What follows belongs to an exercise in optimizing a design on an open flow for small area; a production flow would make more cautious choices. Only simulation tests tie the RTL to the original design; equivalence was not proved. Power figures rest on the tool's default switching activity, not on a simulated workload.

==> branch quartz <==
==> flow/design.v <==
`timescale 1 ns / 1 ps
module fdi_core
(
  input  wire         clk,
  input  wire         aresetn,
  input  wire [15:0]  tx_cfg_i,
  input  wire         dac_locked_i,
  input  wire         dac_valid_i,
  output wire         tx_flag_o,
  output wire         dac_rst_o,
  output wire [13:0]  dac_dat_a_o,
  output wire [13:0]  dac_dat_b_o,
  input  wire [13:0]  adc_dat_a_i,
  input  wire         adc_valid_i,
  output wire         daq_done_o,
  output wire [15:0]  bram_addr_o,
  output wire [15:0]  bram_wrdata_o,
  output wire         bram_we_o
);
  wire       rst   = ~aresetn;
  wire       srst  = tx_cfg_i[15];
  wire       en    = tx_cfg_i[14];
  wire [2:0] ord   = tx_cfg_i[13:11];
  wire [2:0] rep_i = tx_cfg_i[10:8];
  wire [7:0] sel   = tx_cfg_i[7:0];
  reg       en_last;
  reg       pos;
  reg       busy;
  reg       div_clk;
  reg [7:0] cnt;
  reg [2:0] rep_cnt;
  reg [12:0] p;
  wire match = (cnt == sel);
  always @(posedge clk) begin
    if (rst) begin
      cnt     <= 8'd1;
      div_clk <= 1'b0;
    end else begin
      cnt     <= match ? 8'd1 : cnt + 8'd1;
      div_clk <= match;
    end
  end
  reg tap;
  always @* begin
    case (ord)
      3'd0: tap = p[1];
      3'd1: tap = p[1];
      3'd2: tap = p[2] ^ p[3] ^ p[4];
      3'd3: tap = p[4];
      3'd4: tap = p[3];
      3'd5: tap = p[2];
      3'd6: tap = p[6] ^ p[8] ^ p[11];
      default: tap = p[9] ^ p[10] ^ p[12];
    endcase
  end
  wire fb = ~(p[0] ^ tap);
  wire [7:0] ins = 8'd1 << ord;                
  wire [12:0] p_shift = {1'b0, p[12:1]} | ({13{fb}} & {ins, 5'd0});
  wire zero  = (p == 13'd0);                   
  wire shift = pos & div_clk;
  wire last  = (rep_cnt == rep_i);
  wire wrap  = div_clk & busy & zero;          
  wire term  = wrap & last;                    
  always @(posedge clk) begin
    if (rst) begin
      en_last <= 1'b0;
      pos     <= 1'b0;
    end else begin
      en_last <= en;
      if (srst)
        pos <= 1'b0;
      else if (~en_last & en)
        pos <= 1'b1;
      else if (term)
        pos <= 1'b0;
    end
  end
  always @(posedge clk) begin
    if (rst | srst) begin
      busy    <= 1'b0;
      p       <= 13'd0;
      rep_cnt <= 3'd1;
    end else if (shift) begin
      busy <= ~term;
      p    <= p_shift;
      if (wrap)
        rep_cnt <= last ? 3'd1 : rep_cnt + 3'd1;
    end
  end
  assign tx_flag_o = busy;
  wire dac_ok = dac_locked_i & dac_valid_i;
  reg  dac_rst_r, dac_a_hi, dac_a_lo, dac_b_hi;
  always @(posedge clk) begin
    dac_rst_r <= ~dac_ok;
    dac_a_hi  <= dac_ok & ~(busy & p[1]);
    dac_a_lo  <= dac_ok & busy;
    dac_b_hi  <= dac_ok & ~busy;
  end
  assign dac_rst_o   = dac_rst_r;
  assign dac_dat_a_o = {dac_a_hi, 1'b0, {12{dac_a_lo}}};
  assign dac_dat_b_o = {dac_b_hi, 1'b0, {12{~dac_rst_r}}};
  reg [13:0] adc_r;
  always @(posedge clk)
    adc_r <= adc_dat_a_i;
  reg        trig;
  reg        done;
  reg        done_r;
  reg [16:0] r;
  localparam [16:0] R_END = 17'h00408;    
  wire idle = ~trig & ~done;
  wire r_end;
  always @(posedge clk) begin
    if (rst) begin
      trig   <= 1'b0;
      done   <= 1'b0;
      done_r <= 1'b0;
    end else begin
      done_r <= done;
      if (idle & tx_flag_o)
        trig <= 1'b1;
      else if (trig & r_end) begin
        trig <= 1'b0;
        done <= 1'b1;
      end else if (done & ~tx_flag_o)
        done <= 1'b0;
    end
  end
  always @(posedge clk)
    r <= trig ? {r[15:0], r[16] ^ r[13]} : 17'd1;
  assign r_end = (r == R_END);
  reg [15:0] addr;
  reg [15:0] wdata;
  reg        we;
  always @(posedge clk) begin
    if (rst | idle)
      addr <= 16'd0;
    else if (adc_valid_i)
      addr <= addr + 16'd1;
  end
  always @(posedge clk) begin
    we    <= trig & adc_valid_i;
    wdata <= ~(trig & adc_valid_i) ? 16'd0 :
             tx_flag_o ? {{3{adc_r[13]}}, ~adc_r[12:0]} : 16'h7FFF;
  end
  assign daq_done_o    = done_r;
  assign bram_addr_o   = addr;
  assign bram_wrdata_o = wdata;
  assign bram_we_o     = we;
endmodule
==> flow/flow/run.sh <==
#!/bin/bash
# Standard layout, with the ports buffered by the smallest buffer cell and a
# clock tree without dummy load cells.
set -euo pipefail
bash standard.sh \
  BUFFER_PORTS_ARGS="-buffer_cell sky130_fd_sc_hd__buf_1" \
  CTS_ARGS="-repair_clock_nets -dont_use_dummy_load -buf_list sky130_fd_sc_hd__clkbuf_8" \
  finish > make_finish.log 2>&1
==> flow/standard.sh <==
#!/bin/bash
# synth_recipe.tcl (not shown) runs the flow's synth.tcl, then flattens the netlist and writes it again
# the make line also repeats each setting of config.mk as NAME=value (left out here)
make -C /OpenROAD-flow-scripts/flow DESIGN_CONFIG=/design/flow/config.mk WORK_HOME=/design/flow/orfs CLKGATE_MAP_FILE= SYNTH_SCRIPT=/design/flow/synth_recipe.tcl "${@:-finish}"
==> flow/config.mk <==
export PLATFORM = sky130hd
export DESIGN_NAME = fdi_core
export DESIGN_NICKNAME = fdi_core
export VERILOG_FILES = /design/flow/design.v
export SDC_FILE = /design/flow/constraint.sdc
export NUM_CORES = 4
export LEC_CHECK = 0
export CAP_MARGIN = 20
export CORE_MARGIN = 2
export CORE_UTILIZATION = 40
export SLEW_MARGIN = 20
==> flow/constraint.sdc <==
create_clock -name core_clock -period 8.0 [get_ports {clk}]
set_input_delay 1.6000 -clock core_clock [delete_from_list [all_inputs] [get_ports {clk}]]
set_output_delay 1.6000 -clock core_clock [all_outputs]
set_load 0.01 [all_outputs]
==> inputs of branch pepper, as changes to branch quartz <==
--- a/flow/design.v
+++ b/flow/design.v
@@ -91,3 +91,3 @@
   wire dac_ok = dac_locked_i & dac_valid_i;
-  reg  dac_rst_r, dac_a_hi, dac_a_lo, dac_b_hi;
+  reg  dac_rst_r, dac_a_hi, busy_d;
   always @(posedge clk) begin
@@ -95,8 +95,7 @@
     dac_a_hi  <= dac_ok & ~(busy & p[1]);
-    dac_a_lo  <= dac_ok & busy;
-    dac_b_hi  <= dac_ok & ~busy;
+    busy_d    <= busy;
   end
   assign dac_rst_o   = dac_rst_r;
-  assign dac_dat_a_o = {dac_a_hi, 1'b0, {12{dac_a_lo}}};
-  assign dac_dat_b_o = {dac_b_hi, 1'b0, {12{~dac_rst_r}}};
+  assign dac_dat_a_o = {dac_a_hi, 1'b0, {12{~dac_rst_r & busy_d}}};
+  assign dac_dat_b_o = {~dac_rst_r & ~busy_d, 1'b0, {12{~dac_rst_r}}};
   reg [13:0] adc_r;
==> flow/flow/run.sh (replaced) <==
#!/bin/bash
# Layout flow: the standard synthesis, then an area-oriented re-mapping of
# the combinational logic between the unchanged flip-flops (same instances,
# names and cell type), then the standard ORFS layout with the ports buffered
# by the smallest buffer and a clock tree without dummy load cells.
set -euo pipefail
WORK=$(pwd)
PLAT=$FLOW_HOME/platforms/sky130hd
LIB=$PLAT/lib/sky130_fd_sc_hd__tt_025C_1v80.lib
RES=$WORK/orfs/results/sky130hd/fdi_core/base
YOSYS=$(command -v yosys || echo "$FLOW_HOME/../tools/install/yosys/bin/yosys")

KNOBS=(
  BUFFER_PORTS_ARGS="-buffer_cell sky130_fd_sc_hd__buf_1"
  CTS_ARGS="-sink_clustering_enable -repair_clock_nets -dont_use_dummy_load"
)

# 1. standard synthesis
bash standard.sh "${KNOBS[@]}" synth > make_synth.log 2>&1
cp "$RES/1_2_yosys.v" "$WORK/std_netlist.v"

# 2. re-map the combinational logic for area
DONT_USE=$(sed -n '/DONT_USE_CELLS += /,/^#/p' "$PLAT/config.mk" | grep -oE 'sky130_fd_sc_hd__[a-z0-9_]+' | sed 's/^/-dont_use /' | tr '\n' ' ')
cat > "$WORK/reopt.ys" <<EOS
read_liberty -ignore_miss_func $LIB
blackbox sky130_fd_sc_hd__dfxtp_1
read_verilog $WORK/std_netlist.v
hierarchy -top $FLOW_TOP
flatten
opt -purge
abc -liberty $LIB $DONT_USE -script $WORK/flow/area.abc
read_liberty -lib -ignore_redef $LIB
opt_clean -purge
splitnets
opt_clean -purge
hilomap -singleton -hicell sky130_fd_sc_hd__conb_1 HI -locell sky130_fd_sc_hd__conb_1 LO
insbuf -buf sky130_fd_sc_hd__buf_4 A X
stat -liberty $LIB
check -assert -mapped
write_verilog -nohex -nodec $WORK/reopt_netlist.v
EOS
"$YOSYS" -s "$WORK/reopt.ys" > yosys_reopt.log 2>&1

# the flip-flops must be exactly those of the standard synthesis
diff <(grep -E '^\s*sky130_fd_sc_hd__df' "$WORK/std_netlist.v" | sort) \
     <(grep -E '^\s*sky130_fd_sc_hd__df' "$WORK/reopt_netlist.v" | sort) > ff_diff.log

cp "$WORK/reopt_netlist.v" "$RES/1_2_yosys.v"
rm -f "$RES/1_synth.odb"

# 3. layout
bash standard.sh "${KNOBS[@]}" finish > make_finish.log 2>&1
==> flow/flow/area.abc (new file) <==
strash
dc2
strash
&get -n
&deepsyn -T 60
&dch -f
&nf -a
&put
topo
==> inputs of branch cedar, as changes to branch quartz <==
==> flow/flow/run.sh (replaced) <==
#!/bin/bash
# Standard layout, with the ports buffered by the smallest buffer cell.
set -euo pipefail
bash standard.sh BUFFER_PORTS_ARGS="-buffer_cell sky130_fd_sc_hd__buf_1" finish > make_finish.log 2>&1
- CORE_UTILIZATION: 40 -> 70
- PLACE_DENSITY: unset -> 0.8
==> reports/summary.txt <==
WHS Endpoint: wdata[4]$_SDFF_PN0_
share of cells above drive strength 1: 0.0293
met2 wire len: 3190 um
Reg2Reg Setup Slack: 5770 ps
Vias/cell: 4.82
switching share of power: 0.215
final instance area: 4070 sq um
Starting DRT DRC Count: 54
number of flops mapped to enable cells by yosys: 0
outcome: complete, no violations
Die Y: 100 um
main combinational cell family by area after synthesis: simple AND/OR/NAND/NOR gates
Final HPWL DP: 5000 um
NetSw: 0.166 mW
The numbers above come from branch quartz.

==> reports/summary.txt <==
outcome: complete, no violations
NetSw: 0.158 mW
met2 wire len: 2960 um
Starting DRT DRC Count: 89
Final HPWL DP: 4560 um
Vias/cell: 4.78
setup violators final: 0
proportion of power drawn by the clock network: 0.316
final instance area: 3800 sq um
Die Y: 97.6 um
Reg2Reg Setup Slack: 5820 ps
clk slew on worst S/H paths: 90 ps
The numbers above come from branch pepper.

==> reports/summary.txt <==
fraction of area in multi-input gates: 0.351
Multi-Input Combinational: 232
share of cells above drive strength 1: 0.0398
Worst Hold Launch: adc_r[8]$_DFF_P_
main combinational cell family by area after synthesis: simple AND/OR/NAND/NOR gates
WHS Endpoint: wdata[8]$_SDFF_PN0_
Reg2Reg Setup Slack: 5880 ps
Vias/cell: 5.28
number of flops mapped to enable cells by yosys: 0
Starting DRT DRC Count: 122
met2 wire len: 3540 um
outcome: complete, no violations
switching share of power: 0.209
clk latency of the worst-skew pair: 350 ps
Cell Int Power: 0.693 mW
NetSw: 0.183 mW
reg-to-reg startpoint: busy$_SDFFE_PP0P_
final instance area: 4110 sq um
met3 Resource Use GR: 0.0652
The numbers above come from branch cedar.

[what the ideal ports hide]
The results above use ideal ports. As a check the final layouts listed here were re-extracted and re-timed, cells and wires unchanged.
Step 1 sets driving cells, clkbuf_16 on the clock port and buf_2 on the other inputs (assumed; they add their load-dependent delay and slew).
Step 2 moves the port delays by t, midway between the first and last clock arrival at a register: inputs arrive t later, outputs are due t later. That takes back most of the time a late clock gives input paths.
a / b / c = ideal / step 1 / step 2; a / b = the first two.
| run | shift t [ns] | setup slack, ns | worst setup path after step 2 |
|---|---|---|---|
| branch quartz | 0.374 | 4.942 / 4.910 / 4.954 | input to register |
| branch pepper | 0.367 | 4.778 / 4.773 / 4.406 | input to register |
| branch cedar | 0.377 | 4.971 / 4.942 / 4.985 | input to register |
After both steps every run listed still meets setup and hold. The setup slack of branch pepper, which loses most, moves by -0.005 ns with the drivers and by -0.372 ns with both steps.
